This is an optimization exercise on Yosys and OpenROAD, whose aim is small area, not a production implementation. Function was checked by simulation only, so behaviour that the tests miss may differ from the original. Power figures rest on the tool's default switching activity, not on a simulated workload.

Design color_tracker, start of the top module:
module color_tracker
(
    input   wire        clk         ,
    input   wire        rst_n       ,
    output  wire [15:0] pix_addr    ,
    output  wire        pix_rden    ,
    input   wire [15:0] pix_data    ,
    output  wire [7:0]  vga_r       ,
    output  wire [7:0]  vga_g       ,
    output  wire [7:0]  vga_b       ,
    output  reg         th_hsync    ,
    output  reg         th_vsync    ,
    output  wire [31:0] x_error     ,
    output  wire [31:0] h_error
 ) ;
function rge;
    input [15:0] a;
    input [15:0] b;
    integer i;
    reg c;
    begin
        c = 1'b1;
        for (i = 0; i < 16; i = i + 1)
            c = (a[i] & ~b[i]) | (~(a[i] ^ b[i]) & c);
For scale: about 12000 um^2 of cells after synthesis.
==> flow/config.mk <==
export PLATFORM = sky130hd
export DESIGN_NAME = color_tracker
export DESIGN_NICKNAME = color_tracker
export VERILOG_FILES = /design/flow/design.v
export SDC_FILE = /design/flow/constraint.sdc
export NUM_CORES = 4
export LEC_CHECK = 0
export CAP_MARGIN = 20
export CORE_MARGIN = 2
export CORE_UTILIZATION = 65
export CTS_BUF_LIST = sky130_fd_sc_hd__clkbuf_8
export SLEW_MARGIN = 20
export SYNTH_HIERARCHICAL = 1
==> flow/constraint.sdc <==
create_clock -name core_clock -period 12.0 [get_ports {clk}]
set_input_delay 2.4000 -clock core_clock [delete_from_list [all_inputs] [get_ports {clk}]]
set_output_delay 2.4000 -clock core_clock [all_outputs]
set_load 0.01 [all_outputs]
standard.sh (not shown) runs the stock make flow with config.mk's settings and CLKGATE_MAP_FILE= SYNTH_SCRIPT=/design/flow/synth_recipe.tcl, a recipe that flattens the netlist after the stock synthesis.
==> flow/flow/run.sh <==
#!/bin/bash
# The standard layout (standard.sh: the ORFS run) with these changes:
# - synthesis uses a copy of ORFS's scripts in ./scripts in which
#   * the logic is mapped with flow/abc.script, an area-oriented ABC script,
#     in place of abc_speed.script, and
#   * Yosys's adder extraction (extract_fa) runs only on the design's full
#     and half adder modules (fa, ha), not on the rest of the logic;
#   the registers are the standard synthesis's;
# - the buffers ORFS puts on every input and output port are the
#   platform's smallest buffer, sky130_fd_sc_hd__buf_1;
# - clock tree synthesis uses clkbuf_8 and inserts no dummy loads.
set -euo pipefail
rm -rf scripts
cp -r "$FLOW_HOME/scripts" scripts
cp flow/abc.script scripts/abc_speed.script
sed -i 's/^  extract_fa {\*}\[dont_use_extract_fa_args\]$/  extract_fa {*}[dont_use_extract_fa_args] fa ha/' scripts/synth.tcl
grep -q 'dont_use_extract_fa_args\] fa ha$' scripts/synth.tcl
bash standard.sh "SCRIPTS_DIR=$PWD/scripts" \
  "BUFFER_PORTS_ARGS=-buffer_cell sky130_fd_sc_hd__buf_1" \
  "CTS_ARGS=-sink_clustering_enable -repair_clock_nets -buf_list {sky130_fd_sc_hd__clkbuf_4 sky130_fd_sc_hd__clkbuf_8} -dont_use_dummy_load" \
  finish > standard_flow.log 2>&1
==> flow/flow/abc.script <==
&get -n
&st
&deepsyn -T 60
&dch
&nf -R 1000
&put
buffer -c
topo
stime -c
upsize -c
dnsize -c
Then changed:
--- a/flow/flow/run.sh
+++ b/flow/flow/run.sh
@@ -20 +20 @@
-  "CTS_ARGS=-sink_clustering_enable -repair_clock_nets -buf_list {sky130_fd_sc_hd__clkbuf_4 sky130_fd_sc_hd__clkbuf_8} -dont_use_dummy_load" \
+  "CTS_ARGS=-sink_clustering_enable -repair_clock_nets -buf_list sky130_fd_sc_hd__clkbuf_8 -dont_use_dummy_load" \
- CORE_UTILIZATION: 65 -> 80
=> Final cell count drops by about 3%. Synthesized cell count does not change. Non-clock buffer count stays the same. Design area drops by about 0.36%. Maximum frequency drops by 1.1%. Area after synthesis stays the same. Clock-buffer cell count is unchanged. Routed wire length climbs by 15%. Via count climbs by 8.2%. Combinational power climbs by about 4%. Worst setup slack got worse by 0.13 ns.

Another version of the RTL of color_tracker (not shown whole).
For scale: roughly 170 flip-flops, roughly 130 I/O pins, roughly 13000 sq um of cells after synthesis.
clock: 12.0 ns
lec_check: 0
cap_margin: 0
core_margin: 2
core_utilization: 65
cts_buf_list: sky130_fd_sc_hd__clkbuf_8
slew_margin: 0
synth_hierarchical: 1
==> flow/flow/run.sh <==
#!/bin/bash
# The standard layout (standard.sh: the ORFS run, unchanged synthesis),
# with two changes: the buffers ORFS puts on every input and output port are
# the platform's smallest buffer, sky130_fd_sc_hd__buf_1, and clock tree
# synthesis uses clkbuf_8 and inserts no dummy loads.
set -euo pipefail
bash standard.sh "BUFFER_PORTS_ARGS=-buffer_cell sky130_fd_sc_hd__buf_1" \
  "CTS_ARGS=-sink_clustering_enable -repair_clock_nets -buf_list sky130_fd_sc_hd__clkbuf_8 -dont_use_dummy_load" \
  finish > standard_flow.log 2>&1
Then changed:
==> flow/flow/run.sh (replaced) <==
#!/bin/bash
# The standard layout (standard.sh: the ORFS run) with these changes:
# - synthesis maps the logic with flow/abc.script, an area-oriented ABC
#   script, in place of ORFS's abc_speed.script (the rest of ORFS's scripts
#   are used as they are, from a copy in ./scripts);
# - the buffers ORFS puts on every input and output port are the
#   platform's smallest buffer, sky130_fd_sc_hd__buf_1;
# - clock tree synthesis uses clkbuf_8 and inserts no dummy loads.
set -euo pipefail
rm -rf scripts
cp -r "$FLOW_HOME/scripts" scripts
cp flow/abc.script scripts/abc_speed.script
bash standard.sh "SCRIPTS_DIR=$PWD/scripts" \
  "BUFFER_PORTS_ARGS=-buffer_cell sky130_fd_sc_hd__buf_1" \
  "CTS_ARGS=-sink_clustering_enable -repair_clock_nets -buf_list sky130_fd_sc_hd__clkbuf_8 -dont_use_dummy_load" \
  finish > standard_flow.log 2>&1
==> flow/flow/abc.script (new file) <==
&get -n
&st
&deepsyn -T 60
&dch
&nf -R 1000
&put
buffer -c
topo
stime -c
upsize -c
dnsize -c
CAP_MARGIN = 20   (was 0)
SLEW_MARGIN = 20   (was 0)
After rerunning: The changed run produced a clean layout. Global-route usage is lower by 0.83 points. Die area is lower by a few percent. Final cell count is lower by a few percent. Synthesized cell count is lower by a little under a tenth. Core utilization is higher by 0.34 points. Power is higher by a few percent. Clock power is about the same. Via count is lower by a little under a tenth. Flip-flop and latch count stays the same. Design area is lower by a few percent.
Then changed:
==> flow/flow/run.sh (replaced) <==
#!/bin/bash
# The standard layout (standard.sh: the ORFS run, unchanged synthesis),
# with two changes: the buffers ORFS puts on every input and output port are
# the platform's smallest buffer, sky130_fd_sc_hd__buf_1, and clock tree
# synthesis uses clkbuf_8 and inserts no dummy loads.
set -euo pipefail
bash standard.sh "BUFFER_PORTS_ARGS=-buffer_cell sky130_fd_sc_hd__buf_1" \
  "CTS_ARGS=-sink_clustering_enable -repair_clock_nets -buf_list sky130_fd_sc_hd__clkbuf_8 -dont_use_dummy_load" \
  finish > standard_flow.log 2>&1
removed: flow/flow/abc.script
Outcome: Worst hold slack is better by 6.7 ps. Total power is lower by 2.3%. First-iteration DRC count is higher by 16%. Count of clock-buffer cells in the layout is unchanged. Routed wire length is higher by 9.4%. Cell area is higher by 3.3%.

## what the ideal ports hide
How much do the figures lean on ideal ports? The routed layouts below were timed once more, with nothing changed but the port constraints. Step 1 sets driving cells, clkbuf_16 on the clock port and buf_2 on the other inputs (assumed; they add their load-dependent delay and slew). Step 2 adds t to the input delays and takes it off the output delays; t is the mean of the earliest and latest rising clock arrival at the registers after step 1. Input paths then give back, and output paths get back, about the clock's delay inside the block. a / b / c = ideal / step 1 / step 2; a / b = the first two.
run	t (ns)	setup slack, ns	worst hold slack (ns)	worst data-port slew with drivers (ns)	cell pins on the clock port's net
the first run of note 1	0.475	0.450 / 0.415 / 0.890	0.321 / 0.321 / 0.321	0.04	1
the second run of note 1	0.499	0.321 / 0.283 / 0.783	0.331 / 0.331 / 0.331	0.03	1
the first run of note 2	0.489	0.410 / 0.370 / 0.860	0.313 / 0.313 / 0.313	0.03	1
the second run of note 2	0.486	0.457 / 0.413 / 0.899	0.308 / 0.308 / 0.308	0.03	1
the third run of note 2	0.491	0.405 / 0.365 / 0.856	0.314 / 0.314 / 0.314	0.03	1
After both steps setup and hold are still met in every run listed.
